From an optimization exercise on the open Yosys and OpenROAD flow, aimed at small area; shortcuts taken in it are not production practice.
Where RTL was checked, it was by simulation tests only, not by an equivalence proof against the original.
The RTL of runs 1 and 2 was laid out without a check of its function.
No driver is modelled on the clock port, so clocking that relies on it looks cheaper here than on a real chip.
Power is estimated from default activity; no workload was simulated.

<file path="flow/design.v">
module all_modules
  (
  input TMBsig,
  input DTMBsig,
  input LAYERsig,
  input DTWHOLEsig,
  input RESET_INsig,
  input SIGM_INsig,
  input ID_INsig,
  input [1:0] XBAR_ADDRsig,
  input [5:0] AXsig,
  input [5:0] AYsig,
  input CEBsig,
  input RSTBsig,
  input WEBsig,
  input CMEBsig,
  input DINsig,
  input [63:0] CM_WLsig,
  input CD_TRANSsig,
  input [1:0] KERNEL_MODEsig,
  input [1:0] inputsig_control,
  input [11:0] inputsig_address,
  input [7:0] inputsig_id,
  input [63:0] inputsig_data_c,
  input [1:0] inputsig_xbar_address,
  input inputsig_data_w,
  input inputsig_flag,
  input [3:0] inputsig_sigmoid_threshold,
  input [1:0] inputsig_kernel_mode, 
  input inputsig_CD_trans,
  input CLK,
  input RESET,
  input [11:0] xb0_DO_CM, xb1_DO_CM, xb2_DO_CM, xb3_DO_CM,
  input xb0_DO_R, xb1_DO_R, xb2_DO_R, xb3_DO_R,
  output xb0_DIN, xb1_DIN, xb2_DIN, xb3_DIN,
  output [5:0] xb0_AX, xb1_AX, xb2_AX, xb3_AX,
  output [5:0] xb0_AY, xb1_AY, xb2_AY, xb3_AY,
  output xb0_WEB, xb1_WEB, xb2_WEB, xb3_WEB,
  output xb0_CMEB, xb1_CMEB, xb2_CMEB, xb3_CMEB,
  output [63:0] xb0_WL_CM, xb1_WL_CM, xb2_WL_CM, xb3_WL_CM,
  output xb0_CEB, xb1_CEB, xb2_CEB, xb3_CEB,
  output xb0_RSTB, xb1_RSTB, xb2_RSTB, xb3_RSTB,
  output reg [11:0] DO_CMpo,
  output reg DO_Rpo,
  output [7:0] output_id_2,
  output [63:0] output_data_c_2,
  output [1:0] output_control_2,
  output [11:0] output_address_2,
  output [1:0] output_xbar_address_2,
  output output_data_w_2,
  output output_data_r_2,
  output output_flag_2, 
  output [3:0] output_sigmoid_threshold_2
);
  localparam [1:0] COMPUTE = 2'b10, WRITE = 2'b01, READ = 2'b11, SLEEP = 2'b00;
  localparam [1:0] ENABLE = 2'b01, DISABLE = 2'b10;
  wire crst = RESET & ~DTMBsig;         
  wire rst  = RESET_INsig | crst;
  reg [6:0] cc;
  always @(negedge CLK)
    if (rst) cc <= 7'd0;
    else     cc <= cc + 7'd1;
  wire cc0 = (cc == 7'd0);
  reg [1:0] ic;
  always @(negedge CLK)
    if (rst) ic <= 2'd0;
    else     ic <= {ic[0], ~(ic[1] | ic[0])};
  wire ic0 = ~(ic[1] | ic[0]);
  wire ic1 = ic[0];
  wire ic2 = ic[1];
  reg [6:0] kc;
  reg kif, kff;
  wire [1:0] kms = DTMBsig ? KERNEL_MODEsig : inputsig_kernel_mode;
  always @(negedge CLK)
    if (rst) kc <= 7'd0;
    else if (kms == 2'b11) kc <= 7'd1;
    else if ((kms == 2'b00 && kc == 7'd8) || (kms == 2'b01 && kc == 7'd32) ||
             (kms == 2'b10 && kc == 7'd127)) kc <= 7'd0;
    else kc <= kc + 7'd1;
  always @(negedge CLK)
    if (rst) begin kif <= 1'b0; kff <= 1'b0; end
    else begin kif <= (kc == 7'd0); kff <= (kc != 7'd0); end
  reg [1:0]  i1_ctl;  reg [11:0] i1_addr; reg [63:0] i1_dat; reg i1_w;
  reg [1:0]  i1_xb;   reg [3:0]  i1_sig;  reg i1_flag; reg [7:0] i1_id;
  reg        i1_cd;   reg [1:0]  i1_km;
  always @(negedge CLK)
    if (RESET_INsig || (cc0 && crst)) begin
      i1_ctl <= SLEEP; i1_addr <= 12'd0; i1_dat <= 64'd0; i1_w <= 1'b0; i1_xb <= 2'd0;
      i1_sig <= 4'd0; i1_flag <= 1'b0; i1_id <= 8'd0; i1_cd <= 1'b0; i1_km <= 2'd0;
    end else if (cc0) begin
      if (DTMBsig) begin
        i1_ctl <= {WEBsig, CMEBsig}; i1_addr <= {AXsig, AYsig}; i1_dat <= CM_WLsig;
        i1_w <= DINsig; i1_xb <= XBAR_ADDRsig; i1_sig <= {4{SIGM_INsig}}; i1_flag <= 1'b1;
        i1_id <= {7'b0, ID_INsig}; i1_cd <= CD_TRANSsig; i1_km <= KERNEL_MODEsig;
      end else begin
        i1_ctl <= inputsig_control; i1_addr <= inputsig_address; i1_dat <= inputsig_data_c;
        i1_w <= inputsig_data_w; i1_xb <= inputsig_xbar_address; i1_sig <= inputsig_sigmoid_threshold;
        i1_flag <= inputsig_flag; i1_id <= inputsig_id; i1_cd <= inputsig_CD_trans;
        i1_km <= inputsig_kernel_mode;
      end
    end
  reg f1_fbf, f1_ifk, f1_ffk;
  reg [63:0] f1_B;
  reg [3:0]  f1_brow;
  wire       a1_pflag;
  wire [63:0] a1_P;
  wire [3:0] a1_prow;
  always @(negedge CLK)
    if (rst) begin f1_fbf <= 1'b0; f1_ifk <= 1'b0; f1_ffk <= 1'b0; end
    else begin f1_fbf <= a1_pflag; f1_ifk <= kif; f1_ffk <= kff; end
  always @(negedge CLK) begin f1_B <= a1_P; f1_brow <= a1_prow; end
  wire FB1 = i1_cd ? f1_ffk : f1_fbf;
  wire IN1 = i1_cd ? f1_ifk : i1_flag;
  reg f1_ccb, f1_pw, f1_nw;
  reg [7:0] f1_nid;
  reg [1:0] f1_pen, f1_nen, f1_nctl, f1_pctl, f1_xctl;
  reg [3:0] f1_nrow;
  reg [63:0] f1_N;
  always @(negedge CLK)
    if (RESET_INsig) begin
      f1_ccb <= 1'b0; f1_pw <= 1'b0; f1_nw <= 1'b0; f1_nid <= 8'd0; f1_pen <= DISABLE; f1_nen <= DISABLE;
      f1_nctl <= SLEEP; f1_nrow <= 4'd0; f1_pctl <= READ; f1_xctl <= READ;
    end else if (TMBsig) begin
      f1_ccb <= 1'b0; f1_nid <= 8'd0; f1_nctl <= SLEEP; f1_nrow <= 4'd0;
      if (XBAR_ADDRsig == 2'b00) begin
        f1_pw <= DINsig; f1_pen <= {CEBsig, RSTBsig}; f1_pctl <= {WEBsig, CMEBsig};
        f1_nw <= 1'b0;   f1_nen <= DISABLE;           f1_xctl <= READ;
      end else if (XBAR_ADDRsig == 2'b01) begin
        f1_pw <= 1'b0;   f1_pen <= DISABLE;           f1_pctl <= READ;
        f1_nw <= DINsig; f1_nen <= {CEBsig, RSTBsig}; f1_xctl <= {WEBsig, CMEBsig};
      end else begin
        f1_pw <= 1'b0;   f1_pen <= DISABLE;           f1_pctl <= READ;
        f1_nw <= 1'b0;   f1_nen <= DISABLE;           f1_xctl <= READ;
      end
    end else if (crst) begin
      f1_ccb <= 1'b0; f1_pw <= 1'b0; f1_nw <= 1'b0; f1_nid <= 8'd0; f1_pen <= DISABLE; f1_nen <= DISABLE;
      f1_nctl <= SLEEP; f1_nrow <= 4'd0; f1_pctl <= READ; f1_xctl <= READ;
    end else begin
      f1_pw <= i1_w; f1_nw <= i1_w;
      if (!FB1) begin
        f1_nrow <= 4'd0;
        if (IN1) begin
          f1_nctl <= i1_ctl;
          case (i1_ctl)
            COMPUTE:
              if (f1_nid != i1_id && !f1_ccb) begin
                f1_ccb <= 1'b1; f1_pen <= DISABLE; f1_nen <= DISABLE; f1_pctl <= READ; f1_xctl <= READ;
              end else if (f1_nid != i1_id) begin
                f1_ccb <= 1'b0; f1_nid <= i1_id; f1_pen <= ENABLE; f1_nen <= ENABLE;
                f1_pctl <= COMPUTE; f1_xctl <= COMPUTE;
              end else
                f1_ccb <= 1'b0;
            READ: begin
              f1_nid <= i1_id; f1_pctl <= READ; f1_xctl <= READ;
              f1_pen <= (i1_xb == 2'b00) ? ENABLE : DISABLE;
              f1_nen <= (i1_xb == 2'b01) ? ENABLE : DISABLE;
            end
            WRITE: begin
              f1_nid <= i1_id;
              f1_pctl <= (i1_xb == 2'b00) ? WRITE : READ;
              f1_xctl <= (i1_xb == 2'b01) ? WRITE : READ;
              f1_pen <= (i1_xb == 2'b00) ? ENABLE : DISABLE;
              f1_nen <= (i1_xb == 2'b01) ? ENABLE : DISABLE;
            end
            default: begin
              f1_pctl <= READ; f1_xctl <= READ; f1_pen <= DISABLE; f1_nen <= DISABLE;
            end
          endcase
        end else begin
          f1_nctl <= SLEEP; f1_pen <= DISABLE; f1_nen <= DISABLE; f1_pctl <= READ; f1_xctl <= READ;
        end
      end else begin
        f1_nctl <= COMPUTE; f1_pctl <= COMPUTE; f1_xctl <= COMPUTE;
        if (f1_ccb) begin
          f1_pen <= ENABLE; f1_nen <= ENABLE; f1_nrow <= f1_brow; f1_ccb <= 1'b0;
        end else if (f1_nrow != f1_brow) begin
          f1_pen <= DISABLE; f1_nen <= DISABLE; f1_ccb <= 1'b1;
        end else begin
          f1_pen <= ENABLE; f1_nen <= ENABLE; f1_ccb <= 1'b0;
        end
      end
    end
  always @(negedge CLK)
    if (RESET_INsig || TMBsig || crst) f1_N <= 64'd0;
    else if (FB1) f1_N <= f1_B;
    else if (IN1) f1_N <= i1_dat;
  reg [63:0] f1_Dn;    
  reg f1_dzp, f1_dzn;
  always @(negedge CLK) f1_Dn <= ~(TMBsig ? CM_WLsig : (FB1 ? f1_B : i1_dat));
  always @(negedge CLK)
    if (RESET_INsig) begin f1_dzp <= 1'b1; f1_dzn <= 1'b1; end
    else if (TMBsig) begin f1_dzp <= (XBAR_ADDRsig != 2'b00); f1_dzn <= (XBAR_ADDRsig != 2'b01); end
    else begin f1_dzp <= crst; f1_dzn <= crst; end
  reg [7:0] f1_Ah;    
  reg [3:0] f1_Am;    
  reg f1_zhp, f1_zhn, f1_zmp, f1_zmn;
  always @(negedge CLK)
    if (RESET_INsig) begin
      f1_zhp <= 1'b1; f1_zhn <= 1'b1; f1_zmp <= 1'b1; f1_zmn <= 1'b1;
    end else if (TMBsig) begin
      {f1_Ah[7:2], f1_Am, f1_Ah[1:0]} <= {AXsig, AYsig};
      f1_zhp <= (XBAR_ADDRsig != 2'b00); f1_zmp <= (XBAR_ADDRsig != 2'b00);
      f1_zhn <= (XBAR_ADDRsig != 2'b01); f1_zmn <= (XBAR_ADDRsig != 2'b01);
    end else if (crst) begin
      f1_zhp <= 1'b1; f1_zhn <= 1'b1; f1_zmp <= 1'b1; f1_zmn <= 1'b1;
    end else if (FB1) begin
      f1_Am <= f1_brow; f1_zmp <= 1'b0; f1_zmn <= 1'b0;
    end else if (!IN1 || i1_ctl == READ || i1_ctl == WRITE) begin
      {f1_Ah[7:2], f1_Am, f1_Ah[1:0]} <= i1_addr;
      f1_zhp <= 1'b0; f1_zhn <= 1'b0; f1_zmp <= 1'b0; f1_zmn <= 1'b0;
    end else if (i1_ctl == COMPUTE) begin
      f1_zmp <= 1'b1; f1_zmn <= 1'b1;
    end
  wire [11:0] f1_paddr = {f1_Ah[7:2] & {6{~f1_zhp}}, f1_Am & {4{~f1_zmp}}, f1_Ah[1:0] & {2{~f1_zhp}}};
  wire [11:0] f1_naddr = {f1_Ah[7:2] & {6{~f1_zhn}}, f1_Am & {4{~f1_zmn}}, f1_Ah[1:0] & {2{~f1_zhn}}};
  reg [11:0] f1_nad; reg f1_ndw; reg [1:0] f1_nxb; reg [3:0] f1_nsig; reg f1_ncd; reg [1:0] f1_nkm;
  always @(negedge CLK)
    if (rst) begin
      f1_nad <= 12'd0; f1_ndw <= 1'b0; f1_nxb <= 2'd0; f1_nsig <= 4'd0; f1_ncd <= 1'b0; f1_nkm <= 2'd0;
    end else if (IN1) begin
      f1_nad <= i1_addr; f1_ndw <= i1_w; f1_nxb <= i1_xb; f1_nsig <= i1_sig; f1_ncd <= i1_cd; f1_nkm <= i1_km;
    end
  function sigm;
    input [2:0] p, n;
    input [3:0] t;
    reg [3:0] s;
    begin
      s = {1'b0, p} - {1'b0, n};
      case ({s[3], t[3]})
        2'b00: sigm = (s[2:0] >= t[2:0]);
        2'b01: sigm = 1'b1;
        2'b11: sigm = (s[2:0] < t[2:0]);
        default: sigm = 1'b0;
      endcase
    end
  endfunction
  reg [1:0] a1_fctl; reg [63:0] a1_F; reg [1:0] a1_fxb; reg [3:0] a1_frow;
  reg a1_pr, a1_nr; reg [7:0] a1_fid; reg a1_fcd; reg [1:0] a1_fkm;
  always @(negedge CLK)
    if (rst) begin a1_fctl <= SLEEP; a1_fxb <= 2'd0; a1_fid <= 8'd0; end
    else begin a1_fctl <= f1_nctl; a1_fxb <= f1_nxb; a1_fid <= f1_nid; end
  always @(negedge CLK) begin
    a1_F <= f1_N; a1_frow <= f1_nrow; a1_fcd <= f1_ncd; a1_fkm <= f1_nkm;
    a1_pr <= xb0_DO_R; a1_nr <= xb1_DO_R;
  end
  reg [3:0] a1_q0p, a1_q0n, a1_q2p, a1_q2n;
  wire [3:0] a1_R;
  genvar g;
  generate for (g = 0; g < 4; g = g + 1) begin : a1_col
    assign a1_R[g] = sigm({a1_q2p[g], xb0_DO_CM[g], a1_q0p[g]}, {a1_q2n[g], xb1_DO_CM[g], a1_q0n[g]}, f1_nsig);
  end endgenerate
  always @(negedge CLK) begin
    a1_q0p <= ic1 ? a1_R : xb0_DO_CM[3:0];
    a1_q0n <= xb1_DO_CM[3:0];
  end
  always @(negedge CLK)
    if (rst) begin a1_q2p <= 4'd0; a1_q2n <= 4'd0; end
    else if (ic2) begin a1_q2p <= xb0_DO_CM[3:0]; a1_q2n <= xb1_DO_CM[3:0]; end
  wire [3:0] a1_res = a1_q0p;     
  reg [3:0] a1_nowrow, a1_prow_r; reg a1_pflag_r, a1_oflag;
  reg [7:0] a1_oid;
  wire a1_done = (a1_oid == a1_fid) && (a1_frow == 4'd0) && a1_oflag;
  wire a1_new  = ((a1_frow != a1_nowrow) && (a1_nowrow != 4'hF)) || (a1_oid != a1_fid);
  always @(negedge CLK)
    if (rst) begin
      a1_nowrow <= 4'd0; a1_pflag_r <= 1'b0; a1_prow_r <= 4'd0; a1_oflag <= 1'b0;
    end else if (a1_fctl == COMPUTE) begin
      if (a1_done) begin
        a1_nowrow <= 4'd0; a1_pflag_r <= 1'b0; a1_prow_r <= 4'd0; a1_oflag <= 1'b1;
      end else if (a1_new) begin
        a1_nowrow <= a1_frow; a1_prow_r <= a1_frow; a1_pflag_r <= 1'b1; a1_oflag <= 1'b0;
      end else if (ic0) begin
        a1_nowrow <= a1_frow; a1_prow_r <= a1_frow; a1_pflag_r <= 1'b1; a1_oflag <= 1'b0;
      end else if (ic2) begin
        a1_nowrow <= a1_frow;
        if (a1_frow == 4'hF) begin a1_oflag <= 1'b1; a1_pflag_r <= 1'b0; a1_prow_r <= 4'd0; end
        else begin a1_oflag <= 1'b0; a1_pflag_r <= 1'b1; a1_prow_r <= a1_frow + 4'd1; end
      end
    end else begin
      a1_pflag_r <= 1'b0; a1_prow_r <= 4'd0;
      if (a1_fctl == READ || a1_fctl == WRITE) a1_oflag <= 1'b1;
    end
  assign a1_pflag = a1_pflag_r;
  assign a1_prow  = a1_prow_r;
  reg [255:0] a1_rf;
  reg [5:0] a1_rfi;
  always @(negedge CLK)
    if (rst) a1_rfi <= 6'd0;
    else if (ic2) a1_rfi <= a1_rfi + 6'd1;
  genvar e;
  generate for (e = 0; e < 64; e = e + 1) begin : a1_rfe
    always @(negedge CLK)
      if (rst || (ic2 && a1_rfi == e)) a1_rf[4*e+3:4*e] <= a1_res & {4{~rst}};
  end endgenerate
  reg [63:0] a1_pool;
  integer x;
  always @* begin
    for (x = 0; x < 64; x = x + 1)
      case (a1_fkm)
        2'b00: a1_pool[x] = a1_rf[x] | a1_rf[x+4] | a1_rf[x+32] | a1_rf[x+36];
        2'b01: a1_pool[x] = a1_rf[x] | a1_rf[x+16] | a1_rf[x+64] | a1_rf[x+80];
        default: a1_pool[x] = a1_rf[x] | a1_rf[x+64] | a1_rf[x+128] | a1_rf[x+192];
      endcase
  end
  reg [1:0] a1_octl; reg [1:0] a1_oxb; reg a1_or;
  reg [63:0] a1_O, a1_Pr;
  wire a1_wr = (a1_fctl == COMPUTE) && !a1_done && a1_new && ic2;
  always @(negedge CLK)
    if (rst) begin
      a1_oid <= 8'd0; a1_octl <= SLEEP; a1_oxb <= 2'd0; a1_O <= 64'd0; a1_or <= 1'b0;
    end else begin
      a1_oid <= a1_fid; a1_octl <= a1_fctl; a1_oxb <= a1_fxb;
      if (a1_wr) begin
        if (!a1_fcd) a1_O[a1_frow*4 +: 4] <= a1_res;
        else if (a1_fkm != 2'b11) a1_O <= a1_pool;
      end
      if (a1_fctl == READ) begin
        if (a1_fxb == 2'b00) a1_or <= a1_pr;
        else if (a1_fxb == 2'b01) a1_or <= a1_nr;
      end
    end
  always @(negedge CLK) a1_Pr <= a1_F;
  assign a1_P = a1_Pr;
  reg [11:0] s_addr; reg s_w; reg [3:0] s_sig;
  always @(negedge CLK)
    if (rst) begin s_addr <= 12'd0; s_w <= 1'b0; s_sig <= 4'd0; end
    else if (cc == 7'd126) begin s_addr <= f1_nad; s_w <= f1_ndw; s_sig <= f1_nsig; end
  reg [1:0]  i2_ctl;  reg [11:0] i2_addr; reg [63:0] i2_dat; reg i2_w; reg i2_r;
  reg [1:0]  i2_xb;   reg [3:0]  i2_sig;  reg i2_flag; reg [7:0] i2_id;
  always @(negedge CLK)
    if (rst) begin
      i2_ctl <= SLEEP; i2_addr <= 12'd0; i2_dat <= 64'd0; i2_w <= 1'b0; i2_r <= 1'b0; i2_xb <= 2'd0;
      i2_sig <= 4'd0; i2_flag <= 1'b0; i2_id <= 8'd0;
    end else if (cc0) begin
      if (DTMBsig && !DTWHOLEsig && LAYERsig) begin
        i2_ctl <= {WEBsig, CMEBsig}; i2_addr <= {AXsig, AYsig}; i2_dat <= CM_WLsig;
        i2_w <= DINsig; i2_xb <= XBAR_ADDRsig; i2_sig <= {4{SIGM_INsig}}; i2_flag <= 1'b1;
        i2_id <= {7'b0, ID_INsig};
      end else begin
        i2_ctl <= a1_octl; i2_addr <= s_addr; i2_dat <= a1_O; i2_r <= a1_or;
        i2_w <= s_w; i2_xb <= a1_oxb; i2_sig <= s_sig; i2_flag <= a1_oflag; i2_id <= a1_oid;
      end
    end
  reg f2_fbf;
  reg [63:0] f2_B;
  reg [3:0]  f2_brow;
  wire       a2_pflag;
  wire [63:0] a2_P;
  wire [3:0] a2_prow;
  always @(negedge CLK)
    if (rst) f2_fbf <= 1'b0;
    else f2_fbf <= a2_pflag;
  always @(negedge CLK) begin f2_B <= a2_P; f2_brow <= a2_prow; end
  wire FB2 = f2_fbf;
  wire IN2 = i2_flag;
  reg f2_ccb, f2_pw, f2_nw;
  reg [7:0] f2_nid;
  reg [1:0] f2_pen, f2_nen, f2_nctl, f2_pctl, f2_xctl;
  reg [3:0] f2_nrow;
  reg [63:0] f2_N;
  always @(negedge CLK)
    if (RESET_INsig) begin
      f2_ccb <= 1'b0; f2_pw <= 1'b0; f2_nw <= 1'b0; f2_nid <= 8'd0; f2_pen <= DISABLE; f2_nen <= DISABLE;
      f2_nctl <= SLEEP; f2_nrow <= 4'd0; f2_pctl <= READ; f2_xctl <= READ;
    end else if (TMBsig) begin
      f2_ccb <= 1'b0; f2_nid <= 8'd0; f2_nctl <= SLEEP; f2_nrow <= 4'd0;
      if (XBAR_ADDRsig == 2'b10) begin
        f2_pw <= DINsig; f2_pen <= {CEBsig, RSTBsig}; f2_pctl <= {WEBsig, CMEBsig};
        f2_nw <= 1'b0;   f2_nen <= DISABLE;           f2_xctl <= READ;
      end else if (XBAR_ADDRsig == 2'b11) begin
        f2_pw <= 1'b0;   f2_pen <= DISABLE;           f2_pctl <= READ;
        f2_nw <= DINsig; f2_nen <= {CEBsig, RSTBsig}; f2_xctl <= {WEBsig, CMEBsig};
      end else begin
        f2_pw <= 1'b0;   f2_pen <= DISABLE;           f2_pctl <= READ;
        f2_nw <= 1'b0;   f2_nen <= DISABLE;           f2_xctl <= READ;
      end
    end else if (crst) begin
      f2_ccb <= 1'b0; f2_pw <= 1'b0; f2_nw <= 1'b0; f2_nid <= 8'd0; f2_pen <= DISABLE; f2_nen <= DISABLE;
      f2_nctl <= SLEEP; f2_nrow <= 4'd0; f2_pctl <= READ; f2_xctl <= READ;
    end else begin
      f2_pw <= i2_w; f2_nw <= i2_w;
      if (!FB2) begin
        f2_nrow <= 4'd0;
        if (IN2) begin
          f2_nctl <= i2_ctl;
          case (i2_ctl)
            COMPUTE:
              if (f2_nid != i2_id && !f2_ccb) begin
                f2_ccb <= 1'b1; f2_pen <= DISABLE; f2_nen <= DISABLE; f2_pctl <= READ; f2_xctl <= READ;
              end else if (f2_nid != i2_id) begin
                f2_ccb <= 1'b0; f2_nid <= i2_id; f2_pen <= ENABLE; f2_nen <= ENABLE;
                f2_pctl <= COMPUTE; f2_xctl <= COMPUTE;
              end else
                f2_ccb <= 1'b0;
            READ: begin
              f2_nid <= i2_id; f2_pctl <= READ; f2_xctl <= READ;
              f2_pen <= (i2_xb == 2'b10) ? ENABLE : DISABLE;
              f2_nen <= (i2_xb == 2'b11) ? ENABLE : DISABLE;
            end
            WRITE: begin
              f2_nid <= i2_id;
              f2_pctl <= (i2_xb == 2'b10) ? WRITE : READ;
              f2_xctl <= (i2_xb == 2'b11) ? WRITE : READ;
              f2_pen <= (i2_xb == 2'b10) ? ENABLE : DISABLE;
              f2_nen <= (i2_xb == 2'b11) ? ENABLE : DISABLE;
            end
            default: begin
              f2_pctl <= READ; f2_xctl <= READ; f2_pen <= DISABLE; f2_nen <= DISABLE;
            end
          endcase
        end else begin
          f2_nctl <= SLEEP; f2_pen <= DISABLE; f2_nen <= DISABLE; f2_pctl <= READ; f2_xctl <= READ;
        end
      end else begin
        f2_nctl <= COMPUTE; f2_pctl <= COMPUTE; f2_xctl <= COMPUTE;
        if (f2_ccb) begin
          f2_pen <= ENABLE; f2_nen <= ENABLE; f2_nrow <= f2_brow; f2_ccb <= 1'b0;
        end else if (f2_nrow != f2_brow) begin
          f2_pen <= DISABLE; f2_nen <= DISABLE; f2_ccb <= 1'b1;
        end else begin
          f2_pen <= ENABLE; f2_nen <= ENABLE; f2_ccb <= 1'b0;
        end
      end
    end
  always @(negedge CLK)
    if (RESET_INsig || TMBsig || crst) f2_N <= 64'd0;
    else if (FB2) f2_N <= f2_B;
    else if (IN2) f2_N <= i2_dat;
  reg [63:0] f2_Dn;    
  reg f2_dzp, f2_dzn;
  always @(negedge CLK) f2_Dn <= ~(TMBsig ? CM_WLsig : (FB2 ? f2_B : i2_dat));
  always @(negedge CLK)
    if (RESET_INsig) begin f2_dzp <= 1'b1; f2_dzn <= 1'b1; end
    else if (TMBsig) begin f2_dzp <= (XBAR_ADDRsig != 2'b10); f2_dzn <= (XBAR_ADDRsig != 2'b11); end
    else begin f2_dzp <= crst; f2_dzn <= crst; end
  reg [7:0] f2_Ah;
  reg [3:0] f2_Am;
  reg f2_zhp, f2_zhn, f2_zmp, f2_zmn;
  always @(negedge CLK)
    if (RESET_INsig) begin
      f2_zhp <= 1'b1; f2_zhn <= 1'b1; f2_zmp <= 1'b1; f2_zmn <= 1'b1;
    end else if (TMBsig) begin
      {f2_Ah[7:2], f2_Am, f2_Ah[1:0]} <= {AXsig, AYsig};
      f2_zhp <= (XBAR_ADDRsig != 2'b10); f2_zmp <= (XBAR_ADDRsig != 2'b10);
      f2_zhn <= (XBAR_ADDRsig != 2'b11); f2_zmn <= (XBAR_ADDRsig != 2'b11);
    end else if (crst) begin
      f2_zhp <= 1'b1; f2_zhn <= 1'b1; f2_zmp <= 1'b1; f2_zmn <= 1'b1;
    end else if (FB2) begin
      f2_Am <= f2_brow; f2_zmp <= 1'b0; f2_zmn <= 1'b0;
    end else if (!IN2 || i2_ctl == READ || i2_ctl == WRITE) begin
      {f2_Ah[7:2], f2_Am, f2_Ah[1:0]} <= i2_addr;
      f2_zhp <= 1'b0; f2_zhn <= 1'b0; f2_zmp <= 1'b0; f2_zmn <= 1'b0;
    end else if (i2_ctl == COMPUTE) begin
      f2_zmp <= 1'b1; f2_zmn <= 1'b1;
    end
  wire [11:0] f2_paddr = {f2_Ah[7:2] & {6{~f2_zhp}}, f2_Am & {4{~f2_zmp}}, f2_Ah[1:0] & {2{~f2_zhp}}};
  wire [11:0] f2_naddr = {f2_Ah[7:2] & {6{~f2_zhn}}, f2_Am & {4{~f2_zmn}}, f2_Ah[1:0] & {2{~f2_zhn}}};
  reg [11:0] f2_nad; reg f2_ndw; reg [1:0] f2_nxb; reg [3:0] f2_nsig; reg f2_ndr;
  always @(negedge CLK)
    if (rst) begin
      f2_nad <= 12'd0; f2_ndw <= 1'b0; f2_nxb <= 2'd0; f2_nsig <= 4'd0; f2_ndr <= 1'b0;
    end else if (IN2) begin
      f2_nad <= i2_addr; f2_ndw <= i2_w; f2_nxb <= i2_xb; f2_nsig <= i2_sig; f2_ndr <= i2_r;
    end
  reg [1:0] a2_fctl; reg [63:0] a2_F; reg [1:0] a2_fxb; reg [3:0] a2_frow; reg [11:0] a2_fad;
  reg a2_fw, a2_fdr, a2_pr, a2_nr; reg [7:0] a2_fid; reg [3:0] a2_thr;
  always @(negedge CLK)
    if (rst) begin
      a2_fctl <= SLEEP; a2_fxb <= 2'd0; a2_fid <= 8'd0; a2_fad <= 12'd0; a2_fw <= 1'b0;
      a2_fdr <= 1'b0; a2_thr <= 4'd0;
    end else begin
      a2_fctl <= f2_nctl; a2_fxb <= f2_nxb; a2_fid <= f2_nid; a2_fad <= f2_nad; a2_fw <= f2_ndw;
      a2_fdr <= f2_ndr; a2_thr <= f2_nsig;
    end
  always @(negedge CLK) begin
    a2_F <= f2_N; a2_frow <= f2_nrow; a2_pr <= xb2_DO_R; a2_nr <= xb3_DO_R;
  end
  reg [3:0] a2_q0p, a2_q0n, a2_q2p, a2_q2n;
  wire [3:0] a2_R;
  generate for (g = 0; g < 4; g = g + 1) begin : a2_col
    assign a2_R[g] = sigm({a2_q2p[g], xb2_DO_CM[g], a2_q0p[g]}, {a2_q2n[g], xb3_DO_CM[g], a2_q0n[g]}, f2_nsig);
  end endgenerate
  always @(negedge CLK) begin
    a2_q0p <= ic1 ? a2_R : xb2_DO_CM[3:0];
    a2_q0n <= xb3_DO_CM[3:0];
  end
  always @(negedge CLK)
    if (rst) begin a2_q2p <= 4'd0; a2_q2n <= 4'd0; end
    else if (ic2) begin a2_q2p <= xb2_DO_CM[3:0]; a2_q2n <= xb3_DO_CM[3:0]; end
  wire [3:0] a2_res = a2_q0p;
  reg [3:0] a2_nowrow, a2_prow_r; reg a2_pflag_r, a2_oflag;
  reg [7:0] a2_oid;
  wire a2_done = (a2_oid == a2_fid) && (a2_frow == 4'd0) && a2_oflag;
  wire a2_new  = ((a2_frow != a2_nowrow) && (a2_nowrow != 4'hF)) || (a2_oid != a2_fid);
  always @(negedge CLK)
    if (rst) begin
      a2_nowrow <= 4'd0; a2_pflag_r <= 1'b0; a2_prow_r <= 4'd0; a2_oflag <= 1'b0;
    end else if (a2_fctl == COMPUTE) begin
      if (a2_done) begin
        a2_nowrow <= 4'd0; a2_pflag_r <= 1'b0; a2_prow_r <= 4'd0; a2_oflag <= 1'b1;
      end else if (a2_new) begin
        a2_nowrow <= a2_frow; a2_prow_r <= a2_frow; a2_pflag_r <= 1'b1; a2_oflag <= 1'b0;
      end else if (ic0) begin
        a2_nowrow <= a2_frow; a2_prow_r <= a2_frow; a2_pflag_r <= 1'b1; a2_oflag <= 1'b0;
      end else if (ic2) begin
        a2_nowrow <= a2_frow;
        if (a2_frow == 4'hF) begin a2_oflag <= 1'b1; a2_pflag_r <= 1'b0; a2_prow_r <= 4'd0; end
        else begin a2_oflag <= 1'b0; a2_pflag_r <= 1'b1; a2_prow_r <= a2_frow + 4'd1; end
      end
    end else begin
      a2_pflag_r <= 1'b0; a2_prow_r <= 4'd0;
      if (a2_fctl == READ || a2_fctl == WRITE) a2_oflag <= 1'b1;
    end
  assign a2_pflag = a2_pflag_r;
  assign a2_prow  = a2_prow_r;
  reg [1:0] a2_octl; reg [1:0] a2_oxb; reg a2_or, a2_ow; reg [11:0] a2_oad; reg [3:0] a2_osig;
  reg [63:0] a2_O, a2_Pr;
  wire a2_wr = (a2_fctl == COMPUTE) && !a2_done && a2_new && ic2;
  always @(negedge CLK)
    if (rst) begin
      a2_oid <= 8'd0; a2_octl <= SLEEP; a2_oxb <= 2'd0; a2_O <= 64'd0; a2_or <= 1'b0;
      a2_ow <= 1'b0; a2_oad <= 12'd0; a2_osig <= 4'd0;
    end else begin
      a2_oid <= a2_fid; a2_octl <= a2_fctl; a2_oxb <= a2_fxb; a2_ow <= a2_fw; a2_oad <= a2_fad;
      a2_osig <= a2_thr;
      if (a2_wr) a2_O[a2_frow*4 +: 4] <= a2_res;
      if (a2_fctl == READ) begin
        if (a2_fxb == 2'b10) a2_or <= a2_pr;
        else if (a2_fxb == 2'b11) a2_or <= a2_nr;
        else a2_or <= a2_fdr;
      end
    end
  always @(negedge CLK) a2_Pr <= a2_F;
  assign a2_P = a2_Pr;
  always @(negedge CLK)
    if (TMBsig) begin
      case (XBAR_ADDRsig)
        2'b00: begin DO_Rpo <= xb0_DO_R; DO_CMpo <= xb0_DO_CM; end
        2'b01: begin DO_Rpo <= xb1_DO_R; DO_CMpo <= xb1_DO_CM; end
        2'b10: begin DO_Rpo <= xb2_DO_R; DO_CMpo <= xb2_DO_CM; end
        default: begin DO_Rpo <= xb3_DO_R; DO_CMpo <= xb3_DO_CM; end
      endcase
    end else if (DTMBsig) begin
      if (!LAYERsig && !DTWHOLEsig) begin
        DO_Rpo <= a1_or; DO_CMpo <= {a1_oid[0], a1_O[10:0]};
      end else begin
        DO_Rpo <= a2_or; DO_CMpo <= {a2_oid[0], a2_O[10:0]};
      end
    end
  assign xb0_DIN = f1_pw;            assign xb1_DIN = f1_nw;
  assign xb0_AX = f1_paddr[11:6];    assign xb1_AX = f1_naddr[11:6];
  assign xb0_AY = f1_paddr[5:0];     assign xb1_AY = f1_naddr[5:0];
  assign xb0_WEB = f1_pctl[1];       assign xb1_WEB = f1_xctl[1];
  assign xb0_CMEB = f1_pctl[0];      assign xb1_CMEB = f1_xctl[0];
  assign xb0_WL_CM = ~(f1_Dn | {64{f1_dzp}});
  assign xb1_WL_CM = ~(f1_Dn | {64{f1_dzn}});
  assign xb0_CEB = f1_pen[1];        assign xb1_CEB = f1_nen[1];
  assign xb0_RSTB = f1_pen[0];       assign xb1_RSTB = f1_nen[0];
  assign xb2_DIN = f2_pw;            assign xb3_DIN = f2_nw;
  assign xb2_AX = f2_paddr[11:6];    assign xb3_AX = f2_naddr[11:6];
  assign xb2_AY = f2_paddr[5:0];     assign xb3_AY = f2_naddr[5:0];
  assign xb2_WEB = f2_pctl[1];       assign xb3_WEB = f2_xctl[1];
  assign xb2_CMEB = f2_pctl[0];      assign xb3_CMEB = f2_xctl[0];
  assign xb2_WL_CM = ~(f2_Dn | {64{f2_dzp}});
  assign xb3_WL_CM = ~(f2_Dn | {64{f2_dzn}});
  assign xb2_CEB = f2_pen[1];        assign xb3_CEB = f2_nen[1];
  assign xb2_RSTB = f2_pen[0];       assign xb3_RSTB = f2_nen[0];
  assign output_id_2 = a2_oid;
  assign output_data_c_2 = a2_O;
  assign output_control_2 = a2_octl;
  assign output_address_2 = a2_oad;
  assign output_xbar_address_2 = a2_oxb;
  assign output_data_w_2 = a2_ow;
  assign output_data_r_2 = a2_or;
  assign output_flag_2 = a2_oflag;
  assign output_sigmoid_threshold_2 = a2_osig;
endmodule
</file>
<file path="flow/constraint.sdc">
create_clock -name core_clock -period 10.0 [get_ports {CLK}]
set_input_delay 2.0000 -clock core_clock [delete_from_list [all_inputs] [get_ports {CLK}]]
set_output_delay 2.0000 -clock core_clock [all_outputs]
set_load 0.01 [all_outputs]
</file>
<file path="flow/config.mk">
export PLATFORM = sky130hd
export DESIGN_NAME = all_modules
export DESIGN_NICKNAME = all_modules
export VERILOG_FILES = /design/flow/design.v
export SDC_FILE = /design/flow/constraint.sdc
export NUM_CORES = 4
export LEC_CHECK = 0
export CAP_MARGIN = 20
export CORE_MARGIN = 2
export CORE_UTILIZATION = 40
export CTS_CLUSTER_DIAMETER = 80
export CTS_CLUSTER_SIZE = 30
export SLEW_MARGIN = 20
</file>
<file path="flow/run.sh">
#!/bin/bash
# synth_recipe.tcl (not shown) runs the flow's synth.tcl, then flattens the netlist and writes it again
# the make line also repeats each setting of config.mk as NAME=value (left out here)
make -C /OpenROAD-flow-scripts/flow DESIGN_CONFIG=/design/flow/config.mk WORK_HOME=/design/flow/orfs CLKGATE_MAP_FILE= SYNTH_SCRIPT=/design/flow/synth_recipe.tcl finish
</file>
==> results of run 1 <==
-- worst register-to-register path, delay by kind of cell (launching register included) --
kind / cells / cell delay, ns
AO/OA/AOI/OAI: 2 / 0.80
adder cells (fa/ha/maj): 1 / 0.32
buffers and inverters: 1 / 0.19
flip-flops: 1 / 0.60
AND/OR/NAND/NOR: 3 / 1.36
-- report_power, final --
group / total, W / internal (W) / switching, W
clock: 0.00648 / 0.00248 / 0.00400
combinational: 0.00150 / 0.000598 / 0.000904
sequential: 0.00711 / 0.00681 / 0.000307
total: 0.0151 / 0.00989 / 0.00521
-- sequential cells by signal (all words and copies together) (netlist names), 64 cells and up --
register / flops
a1_F: 64
a1_O: 64
a1_Pr: 64
a1_rf: 256
a2_F: 64
a2_O: 64
a2_Pr: 64
f1_B: 64
f1_Dn: 64
f1_N: 64
f2_B: 64
f2_Dn: 64
f2_N: 64
i1_dat: 64
i2_dat: 64
-- cells by family (layout without fill, tap and decap cells) --
| family | count (synthesis) | after routing |
|---|---|---|
| adders and majority gates | 79 | 79 |
| other | 0 | 9 |
| DFF | 1562 | 1562 |
| muxes | 410 | 410 |
| AOI/OAI and AO/OA | 1059 | 1059 |
| and+or+nand+nor | 2172 | 2172 |
| xor gates and xnor gates | 71 | 71 |
| buffers and inverters | 486 | 2540 |
-- layer usage --
metal	vias up	routed length, µm
met5	-	83
met4	14	5180
met1	25000	90200
li1	24600	-
met2	2053	95500
met3	323	16400
-- path summary, 6_finish.rpt --
kind	from	endpoint	slack [ns]	cells past startpoint
hold reg to reg	a1_F[37]$_DFF_N_	a1_Pr[37]$_DFF_N_	0.30	0
hold / removal	a1_F[37]$_DFF_N_	a1_Pr[37]$_DFF_N_	0.30	0
setup reg to reg	a1_frow[0]$_DFF_N_	a1_O[9]$_SDFFE_NP0P_	6.54	7
setup / recovery	f2_dzn$_SDFF_NP1_	xb3_WL_CM[53]	0.20	3
-- cell usage in the layout, fill, tap and decap left out, types with 10 or more instances in the layout --
master,instances
a211oi_1,113
o221a_2,10
nand4_1,27
dfxtp_1,1259
buf_4,68
and3_1,97
nor2b_1,83
nor2_1,917
mux2i_1,326
o22ai_1,29
o221ai_1,19
xnor2_1,38
ha_1,71
mux2_2,69
nand3b_1,33
a22oi_1,13
nand2_1,628
buf_12,19
nand2b_1,77
nor3_1,54
mux4_2,13
o21ai_0,306
a21oi_1,217
nor4_1,110
edfxtp_1,293
inv_1,1649
a31oi_1,25
clkdlybuf4s50_1,673
a21o_1,13
xor2_1,33
clkbuf_16,79
nand3_1,65
nor3_2,10
o41ai_1,49
o31ai_1,15
a311oi_1,141
-- cell type report --
cell class	instances	area (µm²)
fillers	13700	69800
inverters	87	327
repair buffers	763	7660
diodes	9	22.5
multi-input cells	3791	22900
clock buffers	79	1980
well taps	1917	2400
flip-flops and latches	1562	34200
clock inverters	1611	6650
-- metrics by stage --
step	cells	cell area [µm²]	utilization, %
final	9819	76200	52.2
after global routing	9815	76100	52.2
after CTS	9810	76100	52.2
after detailed placement	8121	67500	46.3
after global placement	8120	67500	46.3
after floorplan	5839	58900	-
==> impl_metrics.py, run 1 <==
metrics = {
    "synthesis": {
        "synth-warning-count": 1,
        "area_leader_netlist": "dfxtp_1",
        "synth_enable_flop_cells": 293,
        "synth_largest_type_area_fraction_pct": 43.1,
        "synth.lib_cells_used.distinct": 86,
        "cell_with_the_most_instances_after_synthesis": "dfxtp_1",
        "synth-compound-area-share_pct": 12.0,
        "synthXorXnorAreaFrac_pct": 1.06,
        "postSynth.asyncResetShare_pct": 0,
        "flops_latches_synth": 1562,
        "synth.area.mux_share_pct": 7.39,
        "netlist_top_cells_area": "dfxtp_1, edfxtp_1, nor2_1, mux2i_1, nand2_1",
        "postSynth.topFlopCell": "dfxtp_1",
        "synth_sequential_area_ratio_pct": 58.1,
        "synthSimpleGateAreaFrac_pct": 16.5,
        "syn_avg_cell_area_um2": 10.1,
        "synthesis.instances": 5839,
        "synth_commonest_cells": "dfxtp_1, nor2_1, nand2_1, clkbuf_1, mux2i_1",
        "synthesized_nets": 6162,
        "synth_area_um2": 58900,
        "synth-adder-area-share_pct": 1.78,
        "combinational_family_with_the_most_area_after_synthesis": "simple AND/OR/NAND/NOR gates",
    },
    "clock_network": {
        "cts_repair_resize_count": 0,
        "source_to_sink_clock_delay_at_the_later_pin_of_the_worst_skew_pair_ns": 0.77,
        "cts_post_setup_buffers_inserted": 0,
        "cts_buffers": 76,
        "cts_num_sinks": 1562,
        "clkTransAtPathRegs_ns": 0.05,
        "clock_tree.root_cell": "clkbuf_16",
        "cts_buffer_depth": 3,
        "cts.hold.buffers_added": 0,
        "cts_tree": "built",
        "cts_htree_levels": 3,
    },
    "floorplan": {
        "coreArea_um2": 146000,
        "initial_core_util_pct": 40.4,
        "fp.dieArea_um2": 150000,
        "floorplan.die.width_um": 388,
        "rows": 140,
        "chipHeight_um": 388,
        "pin_count": 676,
    },
    "critical_path": {
        "setup.worst_path.start_class": "flop",
        "worstPathBufferInverterCount": 2,
        "worst_endpoint_required_time_ns": 8.00,
        "timing.critical_path.slowest_stage_cell": "dfxtp_2",
        "path_cells": "buf_4 > nor2_1 > clkdlybuf4s50_1",
        "timing.critical_path.slowest_cell_delay_ns": 0.66,
        "worst_path_dominant_cell_family": "buffers and inverters",
        "critPathKind": "reg2out",
        "worst-path-max-fanout": 46,
        "worst_path_arrival_ns": 7.80,
        "critical_path.endpoint_type": "primary output",
    },
    "global_routing": {
        "grt_use_met3_pct": 8.71,
        "antenna_found_initial": 21,
        "globalRouteTotalUtil_pct": 26.8,
        "first_global_vias": 53300,
        "grt_max_degree": 188,
        "grt_pass1_wl_um": 310000,
        "use_met1_pct": 34.0,
        "grt_most_used_layer": "met2",
        "globalRoute.totalOverflow": 0,
        "groute.layer.met2.usage_pct": 41.4,
    },
    "placed_design": {
        "dp_worst_setup_slack_ns": 0.578,
        "port-buffer-count": 675,
        "place_congestion": 0.932,
        "dp.final_hpwl_um": 140000,
    },
    "final_layout": {
        "design.final.nets": 8166,
        "drive_gt1_share_pct": 4.73,
        "area_grow_syn2layout_pct": 29.3,
    },
    "drt": {
        "avgRoutedWirePerCell_um": 21.1,
        "remaining_drc_errors": 0,
        "route.antenna.remaining_nets": 0,
        "routed_wl_um": 207000,
        "num_vias": 52000,
        "vias_per_cell": 5.29,
        "detailedRoute.firstPassIterationCount": 6,
        "detailedRoute.firstIterationViolations": 4751,
    },
    "power": {
        "vdd_drop_max_mv": 0.119,
        "total_power_w": 0.0151,
        "power_per_cell_area_nw_per_um2": 198,
        "total_leakage_power_nw": 34.1,
    },
    "min_path": {
        "min-delay-path-class": "reg2reg",
    },
    "sta": {
        "timing.final.max_slew_violations": 0,
        "setup_repair_after_global_routing_missed_its_margin": "no",
        "hold_ws_ns": 0.299,
        "finalClockSkew_ns": 0.0650,
        "tightest_slew_ns": 1.25,
        "finalWorstSetupSlack_ns": 0.198,
        "setup_viol_count_final": 0,
        "hold_viol": 0,
        "final.setup.tns_ns": 0,
        "slew_headroom_pct": 16.1,
    },
    "outcome": {
        "outcome": "finished clean",
    },
    "job": {
        "max_cap_viols": 0,
    },
}
==> inputs of run 2 (changes only) <==
==> flow/flow/run.sh (new file) <==
#!/bin/bash
# Layout flow: the standard flow (standard.sh), with two changes:
#  - the clock inverter that synthesis puts in front of the (falling-edge) registers is not
#    cloned next to every register; CTS buffers the inverted clock net instead
#  - ports are buffered with sky130_fd_sc_hd__buf_1
set -euo pipefail
HERE=$(pwd)
export PRE_CTS_TCL="$HERE/flow/pre_cts.tcl"
export BUFFER_PORTS_ARGS="${BUFFER_PORTS_ARGS_OVERRIDE:--buffer_cell sky130_fd_sc_hd__buf_1}"
bash standard.sh > "$HERE/standard_flow.log" 2>&1
==> flow/flow/pre_cts.tcl (new file) <==
# Keep the single clock inverter: CTS then builds the tree on the inverted clock net.
proc repair_clock_inverters {args} {
  puts "repair_clock_inverters: skipped by the version's flow"
}
==> flow/standard.sh (new file) <==
#!/bin/bash
# synth_recipe.tcl (not shown) runs the flow's synth.tcl, then flattens the netlist and writes it again
# the make line also repeats each setting of config.mk as NAME=value (left out here)
make -C /OpenROAD-flow-scripts/flow DESIGN_CONFIG=/design/flow/config.mk WORK_HOME=/design/flow/orfs CLKGATE_MAP_FILE= SYNTH_SCRIPT=/design/flow/synth_recipe.tcl "${@:-finish}"
--- a/flow/config.mk
+++ b/flow/config.mk
@@ -8,6 +8,4 @@
 export CAP_MARGIN = 20
 export CORE_MARGIN = 2
 export CORE_UTILIZATION = 40
-export CTS_CLUSTER_DIAMETER = 80
-export CTS_CLUSTER_SIZE = 30
 export SLEW_MARGIN = 20
removed: flow/run.sh
==> run 2 against run 1 <==
Net effect: cell count is 14% lower; routed wire length is 5.0% lower; clock skew is 0.027 ns lower; non-clock buffer count stayed put; setup slack better by 0.027 ns; first-iteration DRC count is 9.3% lower; hold slack better by 0.011 ns; largest power group unchanged.
==> impl_metrics.py, run 2 <==
metrics = {
    "outcome": {
        "outcome": "finished clean",
    },
    "clock_network": {
        "cts_buffers": 162,
        "clkTransAtPathRegs_ns": 0.06,
        "cts_num_sinks": 1562,
        "cts_post_setup_buffers_inserted": 0,
        "cts_tree": "built",
        "source_to_sink_clock_delay_at_the_later_pin_of_the_worst_skew_pair_ns": 1.28,
    },
    "global_routing": {
        "antenna_found_initial": 17,
        "globalRouteTotalUtil_pct": 25.3,
        "grt_pass1_wl_um": 291000,
        "grt_max_degree": 213,
        "globalRoute.totalOverflow": 0,
        "first_global_vias": 44100,
    },
    "synthesis": {
        "area_leader_netlist": "dfxtp_1",
        "flops_latches_synth": 1562,
        "synth_area_um2": 58900,
        "postSynth.topFlopCell": "dfxtp_1",
        "synthesized_nets": 6162,
        "synth_largest_type_area_fraction_pct": 43.1,
        "synth_commonest_cells": "dfxtp_1, nor2_1, nand2_1, clkbuf_1, mux2i_1",
        "synth-warning-count": 1,
        "synth.lib_cells_used.distinct": 86,
        "synth_sequential_area_ratio_pct": 58.1,
        "synthesis.instances": 5839,
        "synth_enable_flop_cells": 293,
        "postSynth.asyncResetShare_pct": 0,
        "cell_with_the_most_instances_after_synthesis": "dfxtp_1",
        "netlist_top_cells_area": "dfxtp_1, edfxtp_1, nor2_1, mux2i_1, nand2_1",
        "syn_avg_cell_area_um2": 10.1,
    },
    "floorplan": {
        "fp.dieArea_um2": 150000,
        "floorplan.die.width_um": 388,
        "pin_count": 676,
        "coreArea_um2": 146000,
        "initial_core_util_pct": 40.4,
        "rows": 140,
        "chipHeight_um": 388,
    },
    "power": {
        "power.share.clock_pct": 42.9,
        "p_int_w": 0.0109,
        "total_leakage_power_nw": 25.6,
        "power.share.sequential_pct": 48.1,
        "p_sw_share_pct": 26.0,
        "pwr-share-comb_pct": 9.0,
        "netSwitchingPower_w": 0.00384,
        "vdd_drop_max_mv": 0.120,
        "power_per_cell_area_nw_per_um2": 214,
    },
    "final_layout": {
        "layout_commonest_cell": "dfxtp_1",
        "most-common-layout-cells": "dfxtp_1, nor2_1, buf_1",
        "design.final.nets": 6691,
        "top_register_by_number_of_flip_flops": "a1_rf",
        "nFillCells": 13600,
        "drive_gt1_share_pct": 7.89,
        "postLayoutCellArea_um2": 68900,
        "final-seq-area_um2": 34200,
        "area_grow_syn2layout_pct": 17.0,
        "multi_input_combinational_cell_area_um2": 22900,
        "largest_reg_flops": 256,
    },
    "sta": {
        "slew_headroom_pct": 20.2,
        "hold_viol": 0,
        "finalWorstSetupSlack_ns": 0.225,
        "final.setup.tns_ns": 0,
        "tightest_slew_ns": 1.18,
        "hold_ws_ns": 0.310,
        "timing.final.max_slew_violations": 0,
        "setup_repair_after_global_routing_missed_its_margin": "no",
        "setup_viol_count_final": 0,
        "finalClockSkew_ns": 0.0384,
    },
    "job": {
        "max_cap_viols": 0,
    },
    "critical_path": {
        "critical_path.endpoint_type": "primary output",
        "worst_endpoint_required_time_ns": 8.00,
        "critPathKind": "reg2out",
        "worst-path-max-fanout": 38,
        "setup.worst_path.start_class": "flop",
        "worst_path_arrival_ns": 7.78,
    },
    "drt": {
        "routed_wl_um": 197000,
        "vias_per_cell": 5.52,
        "detailedRoute.firstPassIterationCount": 6,
        "avgRoutedWirePerCell_um": 23.4,
        "num_vias": 46500,
        "route.antenna.remaining_nets": 0,
        "remaining_drc_errors": 0,
        "detailedRoute.firstIterationViolations": 4310,
    },
    "placed_design": {
        "dp.final_hpwl_um": 140000,
        "dp_worst_setup_slack_ns": 0.871,
        "place_congestion": 0.937,
        "port-buffer-count": 675,
        "dpl-instance-area_um2": 63300,
    },
    "min_path": {
        "min-delay-path-class": "reg2reg",
    },
}
run 2: cell types whose count changed in the layout (fill, tap and decap cells not counted), moves of 14 or more:
cell,previous run,this run
clkdlybuf4s50_1,673,0
clkinv_2,0,33
bufinv_16,3,17
clkbuf_16,79,165
clkbuf_1,0,26
inv_1,1649,87
clkbuf_8,0,28
buf_1,0,672
run 2: final cells by class:
type                    count  share of cell area [%]
well taps                1917                    3.48
repair buffers            763                    4.95
clock inverters            78                    1.47
multi-input cells        3791                    33.2
flip-flops and latches   1562                    49.7
diodes                      9                  0.0327
inverters                  88                   0.479
clock buffers             219                    6.69
run 2: per-layer routing:
layer	global-route usage, %	routed length (µm)	vias up
met5	0	80	-
met4	8.47	6380	14
met3	5.24	15300	387
met2	39.5	87900	1972
met1	34.9	87400	22500
li1	-	-	21700
run 2: timing repair:
| action | in CTS | in global routing |
|---|---|---|
| endpoints found under the setup margin | 41 | 0 |
| resized for setup | 2 | 0 |
| hold buffers | 0 | 0 |
run 2: critical path: stages, from the launching register on:
cell	delay (ns)
dfxtp_2	0.70
buf_4	0.48
nor2_1	0.10
buf_1	0.16
run 2: power groups by stage:
stage | sequential [W] | combinational, W | clock, W
after CTS | 0.00709 | 0.00132 | 0.00643
final | 0.00710 | 0.00132 | 0.00633
after detailed placement | 0.00723 | 0.00131 | 0.000938
after global placement | 0.00723 | 0.00130 | 0.000938
after floorplan | 0.00706 | 0.000844 | 0.000938
after global routing | 0.00713 | 0.00144 | 0.00669
run 2: worst paths after layout:
kind	from	end	cells after the start	slack, ns
worst max register to register	cc[2]$_SDFF_NP0_	i2_dat[43]$_SDFFE_NP0N_	6	6.05
worst min register to register	a1_Pr[40]$_DFF_N_	f1_B[40]$_DFF_N_	0	0.31
worst min-delay path	a1_Pr[40]$_DFF_N_	f1_B[40]$_DFF_N_	0	0.31
worst max-delay path	f1_dzn$_SDFF_NP1_	xb1_WL_CM[41]	3	0.22
run 2: through the flow:
| step | power (W) | utilization, % | std cells |
|---|---|---|---|
| 3_5_place_dp | 0.00948 | 43.4 | 8121 |
| 4_1_cts | 0.0148 | 47.2 | 8418 |
| 6_report | 0.0148 | 47.2 | 8427 |
| 3_3_place_gp | 0.00946 | 43.3 | 8117 |
| 5_1_grt | 0.0153 | 47.2 | 8425 |
| 2_1_floorplan | 0.00884 | - | 5839 |
run 2: logic make-up (layout without fill, tap and decap cells):
| group | after synthesis | after routing | synth area share (%) |
|---|---|---|---|
| other | 0 | 9 | 0 |
| XOR/XNOR | 71 | 71 | 1.06 |
| buffers and inverters | 486 | 1148 | 3.19 |
| flip-flops | 1562 | 1562 | 58.1 |
| multiplexers | 410 | 410 | 7.39 |
| adder cells (fa/ha/maj) | 79 | 79 | 1.78 |
| AO/OA/AOI/OAI | 1059 | 1059 | 12.0 |
| AND/OR/NAND/NOR | 2172 | 2172 | 16.5 |
==> inputs of run 3 (changes only) <==
--- a/flow/design.v
+++ b/flow/design.v
@@ -292,16 +292,12 @@
     always @(negedge CLK)
       if (rst || (ic2 && a1_rfi == e)) a1_rf[4*e+3:4*e] <= a1_res & {4{~rst}};
   end endgenerate
-  reg [63:0] a1_pool;
-  integer x;
-  always @* begin
-    for (x = 0; x < 64; x = x + 1)
-      case (a1_fkm)
-        2'b00: a1_pool[x] = a1_rf[x] | a1_rf[x+4] | a1_rf[x+32] | a1_rf[x+36];
-        2'b01: a1_pool[x] = a1_rf[x] | a1_rf[x+16] | a1_rf[x+64] | a1_rf[x+80];
-        default: a1_pool[x] = a1_rf[x] | a1_rf[x+64] | a1_rf[x+128] | a1_rf[x+192];
-      endcase
-  end
+  wire [67:0]  a1_p32 = a1_rf[67:0] | a1_rf[99:32];
+  wire [79:0]  a1_q64 = a1_rf[79:0] | a1_rf[143:64];
+  wire [63:0]  a1_r64 = a1_rf[191:128] | a1_rf[255:192];
+  wire [63:0]  a1_pool = (a1_fkm == 2'b00) ? (a1_p32[63:0] | a1_p32[67:4]) :
+                         (a1_fkm == 2'b01) ? (a1_q64[63:0] | a1_q64[79:16]) :
+                                             (a1_q64[63:0] | a1_r64);
   reg [1:0] a1_octl; reg [1:0] a1_oxb; reg a1_or;
   reg [63:0] a1_O, a1_Pr;
   wire a1_wr = (a1_fctl == COMPUTE) && !a1_done && a1_new && ic2;
@@ -462,16 +458,22 @@
     end else if (IN2) begin
       f2_nad <= i2_addr; f2_ndw <= i2_w; f2_nxb <= i2_xb; f2_nsig <= i2_sig; f2_ndr <= i2_r;
     end
-  reg [1:0] a2_fctl; reg [63:0] a2_F; reg [1:0] a2_fxb; reg [3:0] a2_frow; reg [11:0] a2_fad;
-  reg a2_fw, a2_fdr, a2_pr, a2_nr; reg [7:0] a2_fid; reg [3:0] a2_thr;
+  reg [1:0] a2_fctl; reg [63:0] a2_F; reg [3:0] a2_frow;
+  reg a2_fdr, a2_pr, a2_nr; reg [7:0] a2_fid;
   always @(negedge CLK)
     if (rst) begin
-      a2_fctl <= SLEEP; a2_fxb <= 2'd0; a2_fid <= 8'd0; a2_fad <= 12'd0; a2_fw <= 1'b0;
-      a2_fdr <= 1'b0; a2_thr <= 4'd0;
+      a2_fctl <= SLEEP; a2_fid <= 8'd0; a2_fdr <= 1'b0;
     end else begin
-      a2_fctl <= f2_nctl; a2_fxb <= f2_nxb; a2_fid <= f2_nid; a2_fad <= f2_nad; a2_fw <= f2_ndw;
-      a2_fdr <= f2_ndr; a2_thr <= f2_nsig;
+      a2_fctl <= f2_nctl; a2_fid <= f2_nid; a2_fdr <= f2_ndr;
+    end
+  reg [11:0] a2_old_ad; reg a2_old_w; reg [1:0] a2_old_xb; reg [3:0] a2_old_sig;
+  always @(negedge CLK)
+    if (cc == 7'd1) begin
+      a2_old_ad <= f2_nad; a2_old_w <= f2_ndw; a2_old_xb <= f2_nxb; a2_old_sig <= f2_nsig;
     end
+  wire cc2  = (cc == 7'd2);
+  wire cc23 = (cc[6:1] == 6'd1);
+  wire [1:0] a2_fxb = cc2 ? a2_old_xb : f2_nxb;           
   always @(negedge CLK) begin
     a2_F <= f2_N; a2_frow <= f2_nrow; a2_pr <= xb2_DO_R; a2_nr <= xb3_DO_R;
   end
@@ -513,16 +515,14 @@
     end
   assign a2_pflag = a2_pflag_r;
   assign a2_prow  = a2_prow_r;
-  reg [1:0] a2_octl; reg [1:0] a2_oxb; reg a2_or, a2_ow; reg [11:0] a2_oad; reg [3:0] a2_osig;
+  reg [1:0] a2_octl; reg a2_or;
   reg [63:0] a2_O, a2_Pr;
   wire a2_wr = (a2_fctl == COMPUTE) && !a2_done && a2_new && ic2;
   always @(negedge CLK)
     if (rst) begin
-      a2_oid <= 8'd0; a2_octl <= SLEEP; a2_oxb <= 2'd0; a2_O <= 64'd0; a2_or <= 1'b0;
-      a2_ow <= 1'b0; a2_oad <= 12'd0; a2_osig <= 4'd0;
+      a2_oid <= 8'd0; a2_octl <= SLEEP; a2_O <= 64'd0; a2_or <= 1'b0;
     end else begin
-      a2_oid <= a2_fid; a2_octl <= a2_fctl; a2_oxb <= a2_fxb; a2_ow <= a2_fw; a2_oad <= a2_fad;
-      a2_osig <= a2_thr;
+      a2_oid <= a2_fid; a2_octl <= a2_fctl;
       if (a2_wr) a2_O[a2_frow*4 +: 4] <= a2_res;
       if (a2_fctl == READ) begin
         if (a2_fxb == 2'b10) a2_or <= a2_pr;
@@ -568,10 +568,10 @@
   assign output_id_2 = a2_oid;
   assign output_data_c_2 = a2_O;
   assign output_control_2 = a2_octl;
-  assign output_address_2 = a2_oad;
-  assign output_xbar_address_2 = a2_oxb;
-  assign output_data_w_2 = a2_ow;
+  assign output_address_2 = cc23 ? a2_old_ad : f2_nad;
+  assign output_xbar_address_2 = cc23 ? a2_old_xb : f2_nxb;
+  assign output_data_w_2 = cc23 ? a2_old_w : f2_ndw;
   assign output_data_r_2 = a2_or;
   assign output_flag_2 = a2_oflag;
-  assign output_sigmoid_threshold_2 = a2_osig;
+  assign output_sigmoid_threshold_2 = cc23 ? a2_old_sig : f2_nsig;
 endmodule
--- a/flow/config.mk
+++ b/flow/config.mk
@@ -7,5 +7,8 @@
 export LEC_CHECK = 0
 export CAP_MARGIN = 20
 export CORE_MARGIN = 2
-export CORE_UTILIZATION = 40
+export CORE_UTILIZATION = 65
+export CTS_CLUSTER_DIAMETER = 80
+export CTS_CLUSTER_SIZE = 30
+export PLACE_DENSITY = 0.75
 export SLEW_MARGIN = 20
==> run 3 against run 2 <==
Net effect: still clean on timing, DRC and antenna; clock skew decreased by 0.0090 ns; die area decreased by 39%; cell area decreased by 7.9%; sequential power decreased by 2%; routed wire length decreased by 11%; register-to-register slack got worse by 0.34 ns.
==> impl_metrics.py, run 3 <==
metrics = {
    "critical_path": {
        "worst_endpoint_required_time_ns": 8.00,
        "critPathKind": "reg2out",
        "worst_path_arrival_ns": 7.90,
        "worst-path-max-fanout": 5,
        "setup.worst_path.start_class": "flop",
        "critical_path.endpoint_type": "primary output",
    },
    "global_routing": {
        "first_global_vias": 42100,
        "grt_use_met3_pct": 5.11,
        "use_met1_pct": 53.0,
        "grt_pass1_wl_um": 265000,
        "antenna_found_initial": 8,
        "globalRouteTotalUtil_pct": 37.0,
        "groute.layer.met2.usage_pct": 57.0,
        "globalRoute.totalOverflow": 0,
        "grt_max_degree": 201,
        "grt_most_used_layer": "met2",
    },
    "clock_network": {
        "cts_tree": "built",
        "cts.hold.buffers_added": 0,
        "cts_num_sinks": 1543,
        "source_to_sink_clock_delay_at_the_later_pin_of_the_worst_skew_pair_ns": 1.17,
        "cts_buffers": 60,
        "clkTransAtPathRegs_ns": 0.11,
    },
    "sta": {
        "timing.final.max_slew_violations": 0,
        "final.setup.tns_ns": 0,
        "tightest_slew_ns": 1.15,
        "slew_headroom_pct": 22.8,
        "hold_viol": 0,
        "finalClockSkew_ns": 0.0294,
        "finalWorstSetupSlack_ns": 0.0951,
        "setup_viol_count_final": 0,
        "setup_repair_after_global_routing_missed_its_margin": "yes",
    },
    "synthesis": {
        "syn_avg_cell_area_um2": 10.2,
        "synth-warning-count": 1,
        "flops_latches_synth": 1543,
        "synth_sequential_area_ratio_pct": 58.3,
        "synth_enable_flop_cells": 312,
        "synth_largest_type_area_fraction_pct": 42.2,
        "synth_commonest_cells": "dfxtp_1, nor2_1, nand2_1, edfxtp_1, o21ai_0",
        "area_leader_netlist": "dfxtp_1",
        "synth_area_um2": 58400,
        "synthesized_nets": 6076,
        "postSynth.asyncResetShare_pct": 0,
        "cell_with_the_most_instances_after_synthesis": "dfxtp_1",
        "synth.lib_cells_used.distinct": 93,
        "synthesis.instances": 5752,
        "netlist_top_cells_area": "dfxtp_1, edfxtp_1, nor2_1, mux2i_1, nand2_1",
        "postSynth.topFlopCell": "dfxtp_1",
    },
    "floorplan": {
        "rows": 109,
        "floorplan.die.width_um": 304,
        "chipHeight_um": 304,
        "initial_core_util_pct": 65.9,
        "coreArea_um2": 88600,
        "fp.dieArea_um2": 92200,
        "pin_count": 676,
    },
    "final_layout": {
        "top_register_by_number_of_flip_flops": "a1_rf",
        "final_cells": 7387,
        "nFillCells": 6753,
        "drive_gt1_share_pct": 5.53,
        "largest_reg_flops": 256,
        "most-common-layout-cells": "dfxtp_1, nor2_1, buf_1",
        "area_grow_syn2layout_pct": 8.74,
        "layout_commonest_cell": "dfxtp_1",
        "design.final.nets": 6511,
    },
    "outcome": {
        "outcome": "finished clean",
    },
    "placed_design": {
        "dp.final_hpwl_um": 124000,
        "place_congestion": 0.964,
        "port-buffer-count": 675,
        "dp_worst_setup_slack_ns": 0.631,
        "numPlacedInstances": 7284,
    },
    "drt": {
        "vias_per_cell": 6.14,
        "route.antenna.remaining_nets": 0,
        "routed_wl_um": 176000,
        "detailedRoute.firstIterationViolations": 5809,
        "detailedRoute.firstPassIterationCount": 6,
        "avgRoutedWirePerCell_um": 23.8,
        "num_vias": 45400,
        "remaining_drc_errors": 0,
    },
    "power": {
        "power.share.sequential_pct": 61.1,
        "power.share.clock_pct": 27.8,
        "power_per_cell_area_nw_per_um2": 179,
        "pwr-share-comb_pct": 11.2,
        "vdd_drop_max_mv": 0.180,
        "total_leakage_power_nw": 23.4,
        "netSwitchingPower_w": 0.00305,
        "p_int_w": 0.00830,
        "p_sw_share_pct": 26.9,
    },
    "min_path": {
        "min-delay-path-class": "reg2reg",
    },
    "job": {
        "max_cap_viols": 0,
    },
}
==> run 3: cell types whose count changed after synthesis, sizes merged, moves of 39 or more <==
cell	before	now
nor4	110	20
and2	6	65
clkbuf	330	256
o41ai	50	8
and3	97	9
a21oi	219	258
nand2	629	511
buf	68	118
nor2	925	1075
==> run 3: power groups by stage <==
stage | clock [W] | combinational, W | sequential (W)
after global routing | 0.00337 | 0.00136 | 0.00696
after CTS | 0.00317 | 0.00124 | 0.00692
after global placement | 0.000926 | 0.00121 | 0.00706
after floorplan | 0.000926 | 0.000816 | 0.00694
after detailed placement | 0.000926 | 0.00123 | 0.00706
final | 0.00315 | 0.00127 | 0.00693
==> run 3: path summary, 6_finish.rpt <==
kind,from,to,slack (ns),cells after the start
setup / recovery,cc[3]$_SDFF_NP0_,output_address_2[8],0.1,6
hold / removal,a1_Pr[18]$_DFF_N_,f1_B[18]$_DFF_N_,0.32,0
setup reg to reg,cc[3]$_SDFF_NP0_,i1_dat[42]$_SDFFE_NP0N_,5.71,9
hold reg to reg,a1_Pr[18]$_DFF_N_,f1_B[18]$_DFF_N_,0.32,0
==> run 3: final cells by class <==
| class | instances | area [µm²] | area share, % |
|---|---|---|---|
| diodes | 3 | 7.51 | 0.0118 |
| repair buffers | 744 | 3260 | 5.13 |
| clock inverters | 17 | 226 | 0.357 |
| clock buffers | 77 | 1600 | 2.51 |
| multi-input cells | 3736 | 22500 | 35.5 |
| flip-flops and latches | 1543 | 34000 | 53.6 |
| inverters | 102 | 383 | 0.603 |
| well taps | 1165 | 1460 | 2.30 |
==> run 3: per-layer routing <==
layer	vias to the layer above	wire (µm)
met3	381	16000
met5	-	38
met4	6	7930
met1	21800	73400
li1	20800	-
met2	2390	78700
==> run 3: metrics by stage <==
step	util, %	total power, W	cell area [µm²]	hold slack [ns]
2_1_floorplan	-	0.00869	58400	0.310
3_3_place_gp	69.4	0.00919	61500	0.310
3_5_place_dp	69.4	0.00922	61500	0.312
4_1_cts	71.6	0.0113	63500	0.321
5_1_grt	71.6	0.0117	63500	0.322
6_report	71.6	0.0114	63500	0.319
==> run 3: cells by family after synthesis <==
| group | Yosys count | synth area share, % |
|---|---|---|
| xor gates and xnor gates | 71 | 1.07 |
| buffers and inverters | 476 | 3.44 |
| DFF | 1543 | 58.3 |
| AOI/OAI and AO/OA | 1074 | 12.0 |
| adders and majority gates | 80 | 1.82 |
| and+or+nand+nor | 2106 | 16.1 |
| muxes | 402 | 7.35 |
==> run 3: what timing repair did <==
action,4_1_cts,5_1_grt
setup buffers,3,0
gates resized for setup,13,4
pin swaps,2,1
endpoints found under the setup margin,19,13
hold endpoints to repair,0,0
cloned,2,1
==> run 3: worst max-delay path, cell delays in order (launching register included) <==
cell and delay (ns):
dfxtp_2 0.34, or4_4 0.54, nor2_4 0.12, buf_12 0.17, nand2_8 0.10, mux2_4 0.35
buf_6 0.12
